Context: an optimization exercise on an open-source flow, tuned for small area, a short achievable clock period and few clock cycles per item. The choices shown serve that exercise and are no tape-out recipe.
At most, simulation tests tie the RTL to the original design; equivalence was not proved.

==> try-cedar: inputs <==
==> flow/design.v (excerpt) <==
module normalizer #(
    parameter CNT = 64,
    parameter N = 6
)
(
    input clk,
    input rst_n,
    input [31:0] data_in,
    input start_en,
    input data_in_valid,
    output process_end_flag,
    output [31:0] data_out,
    output data_out_valid
);
export LEC_CHECK = 0
export ABC_AREA = 1
export CAP_MARGIN = 20
export CORE_MARGIN = 2
export CORE_UTILIZATION = 40
export CTS_BUF_LIST = sky130_fd_sc_hd__clkbuf_8
export SLEW_MARGIN = 20
create_clock -name core_clock -period 20.0 [get_ports {clk}]
run.sh (not shown) runs the stock make flow with config.mk's settings and CLKGATE_MAP_FILE= SYNTH_SCRIPT=/design/flow/synth_recipe.tcl, a recipe that flattens the netlist after the stock synthesis.
==> try-sierra (differences from try-cedar) <==
--- a/flow/design.v
+++ b/flow/design.v
@@ -1029,25 +1029,39 @@
     integer k, l;
     begin
         g = a & b;
         p = a | b;
         g[0] = g[0] | (p[0] & cin);
-        for (l = 1; l < 64; l = l * 2) begin
-            g2 = g;
-            p2 = p;
+        for (l = 0; l < 6; l = l + 1) begin
             for (k = 0; k < 64; k = k + 1)
-                if (k >= l) begin
-                    g2[k] = g[k] | (p[k] & g[k-l]);
-                    p2[k] = p[k] & p[k-l];
+                if ((k >> l) & 1) begin
+                    g[k] = g[k] | (p[k] & g[((k >> l) << l) - 1]);
+                    p[k] = p[k] & p[((k >> l) << l) - 1];
                 end
-            g = g2;
-            p = p2;
         end
         c = {g[62:0], cin};
         padd64 = (a ^ c) ^ b;
     end
 endfunction
+function automatic [6:0] lzc64(input [63:0] x);
+    reg [447:0] c;
+    reg [63:0] v;
+    integer i, l;
+    begin
+        c = 448'd0;
+        v = x;
+        for (l = 0; l < 6; l = l + 1) begin
+            for (i = 0; i < 32; i = i + 1) begin
+                if (i < (32 >> l)) begin
+                    c[i*7 +: 7] = v[2*i+1] ? c[(2*i+1)*7 +: 7] : (c[(2*i)*7 +: 7] | (7'd1 << l));
+                    v[i] = v[2*i+1] | v[2*i];
+                end
+            end
+        end
+        lzc64 = v[0] ? c[6:0] : 7'd64;
+    end
+endfunction
 localparam ST_IDLE  = 3'd0;
 localparam ST_STORE = 3'd1;
 localparam ST_DEC   = 3'd3;
 localparam ST_WAIT  = 3'd4;    
 localparam ST_SQRT  = 3'd5;
@@ -1160,17 +1174,12 @@
         qdone <= qfin;
     end
 end
 wire nvar = qdone;
 wire [57:0] nin = nvar ? Qv[63:6] : {mag_r, 26'd0};
-reg [5:0] lz;
-integer j;
-always @(*) begin
-    lz = 6'd0;
-    for (j = 0; j < 58; j = j + 1)
-        if (nin[j]) lz = 6'd57 - j[5:0];
-end
+wire [6:0] lz_w = lzc64({nin, 6'd0});
+wire [5:0] lz = lz_w[5:0];    
 wire [57:0] nn = nin << lz;
 reg [24:0] n1_top;
 reg n1_st;
 reg [5:0] n1_p;
 reg n1_zero, n1_sgn;
@@ -1353,33 +1362,19 @@
     end else begin
         d_v[0] <= n_dv;
         for (vi = 1; vi < NR; vi = vi + 1) d_v[vi] <= d_v[vi-1];
     end
 end
-reg [24:0] lrem, lq;
-reg [63:0] ldw;
-integer lstp;
-always @(*) begin
-    lrem = d_rem[NR-1];
-    lq = d_q[NR-1];
-    for (lstp = 0; lstp < DK; lstp = lstp + 1) begin
-        if (NR * DK + lstp < 25) begin
-            ldw = padd64({39'd0, lrem}, ~{40'd0, (NR < GS) ? sB : sBd[NR / GS]}, 1'b1);
-            if (!ldw[63]) begin
-                lrem = {ldw[23:0], 1'b0};
-                lq = {lq[23:0], 1'b1};
-            end else begin
-                lrem = {lrem[23:0], 1'b0};
-                lq = {lq[23:0], 1'b0};
-            end
-        end
-    end
-end
-wire [24:0] fq = lq;
-wire fst = (lrem != 25'd0);
-wire [63:0] fm_w = padd64({41'd0, fq[23:1]}, 64'd0, fq[0] & (fst | fq[1]));
-wire [23:0] fm = fm_w[23:0];
+wire [23:0] lB = (NR < GS) ? sB : sBd[NR / GS];
+wire [24:0] lrem = d_rem[NR-1];
+wire [63:0] ldw = padd64({39'd0, lrem}, ~{40'd0, lB}, 1'b1);
+wire lge = !ldw[63];                           
+wire lst = lge ? (lrem != {1'b0, lB}) : (lrem != 25'd0);    
+wire [22:0] lfrac = d_q[NR-1][22:0];           
+wire lrnd = lge & (lst | lfrac[0]);
+wire [63:0] linc = padd64({41'd0, lfrac}, 64'd0, 1'b1);
+wire [23:0] fm = lrnd ? linc[23:0] : {1'b0, lfrac};
 wire [7:0] fe = d_e[NR-1] + {7'd0, fm[23]};
 wire fs = d_sgn[NR-1];
 wire fz = d_zero[NR-1];
 reg [31:0] out_r;
 reg out_v, pef_r;
--- a/flow/config.mk
+++ b/flow/config.mk
@@ -7,7 +7,6 @@
 export LEC_CHECK = 0
 export ABC_AREA = 1
 export CAP_MARGIN = 20
 export CORE_MARGIN = 2
 export CORE_UTILIZATION = 40
-export CTS_BUF_LIST = sky130_fd_sc_hd__clkbuf_8
 export SLEW_MARGIN = 20
==> try-fjord (differences from try-cedar) <==
--- a/flow/design.v
+++ b/flow/design.v
@@ -1046,37 +1046,36 @@
         padd64 = (a ^ c) ^ b;
     end
 endfunction
 localparam ST_IDLE  = 3'd0;
 localparam ST_STORE = 3'd1;
+localparam ST_FIN   = 3'd2;
 localparam ST_DEC   = 3'd3;
 localparam ST_WAIT  = 3'd4;    
 localparam ST_SQRT  = 3'd5;
 localparam ST_OUT   = 3'd6;
 reg [2:0] st;
 reg [6:0] cnt;           
 reg rot;                 
+reg sh;                  
 reg v1;                  
 reg fb;                  
 reg [31:0] S;
 reg big;
-reg [31:0] SR [0:CNT];
-wire first = v1 && (cnt == 0);
-wire last_in = v1 && (cnt == CNT-1);
-wire store_open = (st == ST_STORE) && !last_in;
-reg sh;                  
-wire [63:0] sum_w = padd64({32'd0, first ? 32'd0 : S}, {32'd0, SR[0]}, 1'b0);
+reg [31:0] SR [0:CNT-1];
+wire take = (st == ST_STORE) && data_in_valid;
+wire [63:0] sum_w = padd64({32'd0, S}, {32'd0, SR[0]}, 1'b0);
 wire [31:0] sum_next = sum_w[31:0];
 integer k;
 always @(posedge clk) begin
-    SR[0] <= data_in;
+    if (take) SR[0] <= data_in;
+    else if (rot) SR[0] <= SR[CNT-1];
     if (sh) begin
-        SR[1] <= v1 ? SR[0] : SR[CNT];
-        for (k = 2; k <= CNT; k = k + 1) SR[k] <= SR[k-1];
+        for (k = 1; k < CNT; k = k + 1) SR[k] <= SR[k-1];
     end
 end
-wire [31:0] x_out = SR[CNT];
+wire [31:0] x_out = SR[CNT-1];
 wire [31:0] mu = {{N{S[31]}}, S[31:N]};
 reg [31:0] dreg;
 reg m1_add, m1_first, m1_fin, m1_dv;
 wire [63:0] dreg_w = padd64({32'd0, x_out}, {32'd0, ~mu}, 1'b1);
 always @(posedge clk) dreg <= dreg_w[31:0];
@@ -1103,11 +1102,11 @@
 always @(posedge clk or negedge rst_n) begin
     if (~rst_n) begin
         m_add <= 0; m_first <= 0; m_fin <= 0; m_corr <= 0; m_dv <= 0;
     end else begin
         m_add <= v1 || m1_add;
-        m_first <= first || m1_first;
+        m_first <= (v1 && (cnt == 1)) || m1_first;
         m_fin <= m1_fin || sel_s;
         m_corr <= sel_s;
         m_dv <= m1_dv;
     end
 end
@@ -1404,11 +1403,10 @@
     end
 end
 assign data_out = out_r;
 assign data_out_valid = out_v;
 assign process_end_flag = pef_r;
-wire rot_d = (rot && cnt != CNT-1) || (st == ST_DEC && big) || (st == ST_SQRT && qi == NI - 3);
 always @(posedge clk or negedge rst_n) begin
     if (~rst_n) begin
         st <= ST_IDLE;
         cnt <= 0;
         rot <= 0;
@@ -1417,30 +1415,43 @@
         fb <= 0;
         S <= 0;
         big <= 0;
         qi <= 0;
     end else begin
-        v1 <= data_in_valid && store_open;
-        sh <= (data_in_valid && store_open) || rot_d;
+        v1 <= take;
+        sh <= take && (cnt != CNT-1);
         if (v1) begin
             S <= sum_next;
-            big <= (big && !first) | ~((SR[0][31:25] == 7'h00) | (SR[0][31:25] == 7'h7f));
+            big <= big | ~((SR[0][31:25] == 7'h00) | (SR[0][31:25] == 7'h7f));
+        end
+        if (rot) begin
+            cnt <= cnt + 1;
+            if (cnt == CNT-1) rot <= 0;
+            else sh <= 1;
         end
-        if (rot || v1) cnt <= cnt + 1;
-        rot <= rot_d;
         case (st)
             ST_IDLE: begin
-                cnt <= 0;
-                if (start_en) st <= ST_STORE;
+                if (start_en) begin
+                    st <= ST_STORE;
+                    cnt <= 0;
+                    S <= 0;
+                    big <= 0;
+                end
             end
             ST_STORE: begin
-                if (last_in) st <= ST_DEC;
+                if (data_in_valid) begin
+                    cnt <= cnt + 1;
+                    if (cnt == CNT-1) st <= ST_FIN;
+                end
             end
+            ST_FIN: st <= ST_DEC;
             ST_DEC: begin
                 st <= ST_WAIT;
                 if (big) begin
                     fb <= 1;
+                    rot <= 1;
+                    sh <= 1;
                     cnt <= 0;
                 end
             end
             ST_WAIT: begin
                 if (qdone) begin
@@ -1449,11 +1460,15 @@
                     qi <= 0;
                 end
             end
             ST_SQRT: begin
                 qi <= qi + 1;
-                if (qi == NI - 3) cnt <= 0;
+                if (qi == NI - 3) begin
+                    rot <= 1;
+                    sh <= 1;
+                    cnt <= 0;
+                end
                 if (qi == NI + 1) st <= ST_OUT;
             end
             ST_OUT: begin
                 if (pef_d) begin
                     st <= ST_IDLE;
--- a/flow/config.mk
+++ b/flow/config.mk
@@ -7,7 +7,6 @@
 export LEC_CHECK = 0
 export ABC_AREA = 1
 export CAP_MARGIN = 20
 export CORE_MARGIN = 2
 export CORE_UTILIZATION = 40
-export CTS_BUF_LIST = sky130_fd_sc_hd__clkbuf_8
 export SLEW_MARGIN = 20
==> flow_metrics.tcl <==
set metrics [dict create \
    slew_headroom_pct 29.4 \
    crit_path_end_kind "output port" \
    status "timing/DRC/antenna clean" \
    reg_top3 "SR (2080), d_rem (288), d_q (144)" \
    ys_types 78 \
    comb-power_w 0.0116 \
    cts_sinks 3403 \
    synth_mux_area_share_pct 0.0474 \
]
# the run above: try-sierra

==> flow_metrics.tcl <==
set metrics [dict create \
    synth_mux_area_share_pct 0.148 \
    status "timing/DRC/antenna clean" \
    cts_sinks 3371 \
    crit_path_end_kind "register" \
    core_um2 403000 \
    slew_headroom_pct 28.8 \
    ys_types 88 \
    comb-power_w 0.00602 \
]
# the run above: try-fjord

==> flow_metrics.tcl <==
set metrics [dict create \
    ys_types 98 \
    synth_mux_area_share_pct 0.118 \
    comb-power_w 0.00966 \
    status "timing/DRC/antenna clean" \
    slew_headroom_pct 27.8 \
]
# the run above: try-cedar

Testbench counts of try-cedar, summed over its fixed seeds: cycles 20,616, batches 128.
Only the layout flow was run in try-sierra and try-fjord; the RTL was not checked for function there.

[port drivers added, routing unchanged]
Ports are ideal in the flow. The routed layouts listed here were re-timed in OpenROAD. Step 1 (the two cells are an assumption about what drives the block):
set clk [get_ports {clk}]
set_driving_cell -lib_cell sky130_fd_sc_hd__clkbuf_16 $clk
set_driving_cell -lib_cell sky130_fd_sc_hd__buf_2 [delete_from_list [all_inputs] $clk]
Step 2 also shifts input and output timing later by t, the mid clock arrival at the registers, as if the neighbouring blocks saw the same clock. Three values: no drivers, after step 1, after step 2; two values: the first two.
run	t (ns)	setup WS [ns]	worst setup path at the end
try-cedar	1.224	12.946 / 12.946 / 12.946	register to register
try-sierra	1.034	14.148 / 14.037 / 14.173	register to register
try-fjord	1.026	13.407 / 13.407 / 12.691	input to register
After both steps every run listed still meets setup and hold. For try-fjord, which loses most, drivers alone change the setup slack by 0.000 ns; drivers and shift together by -0.716 ns.
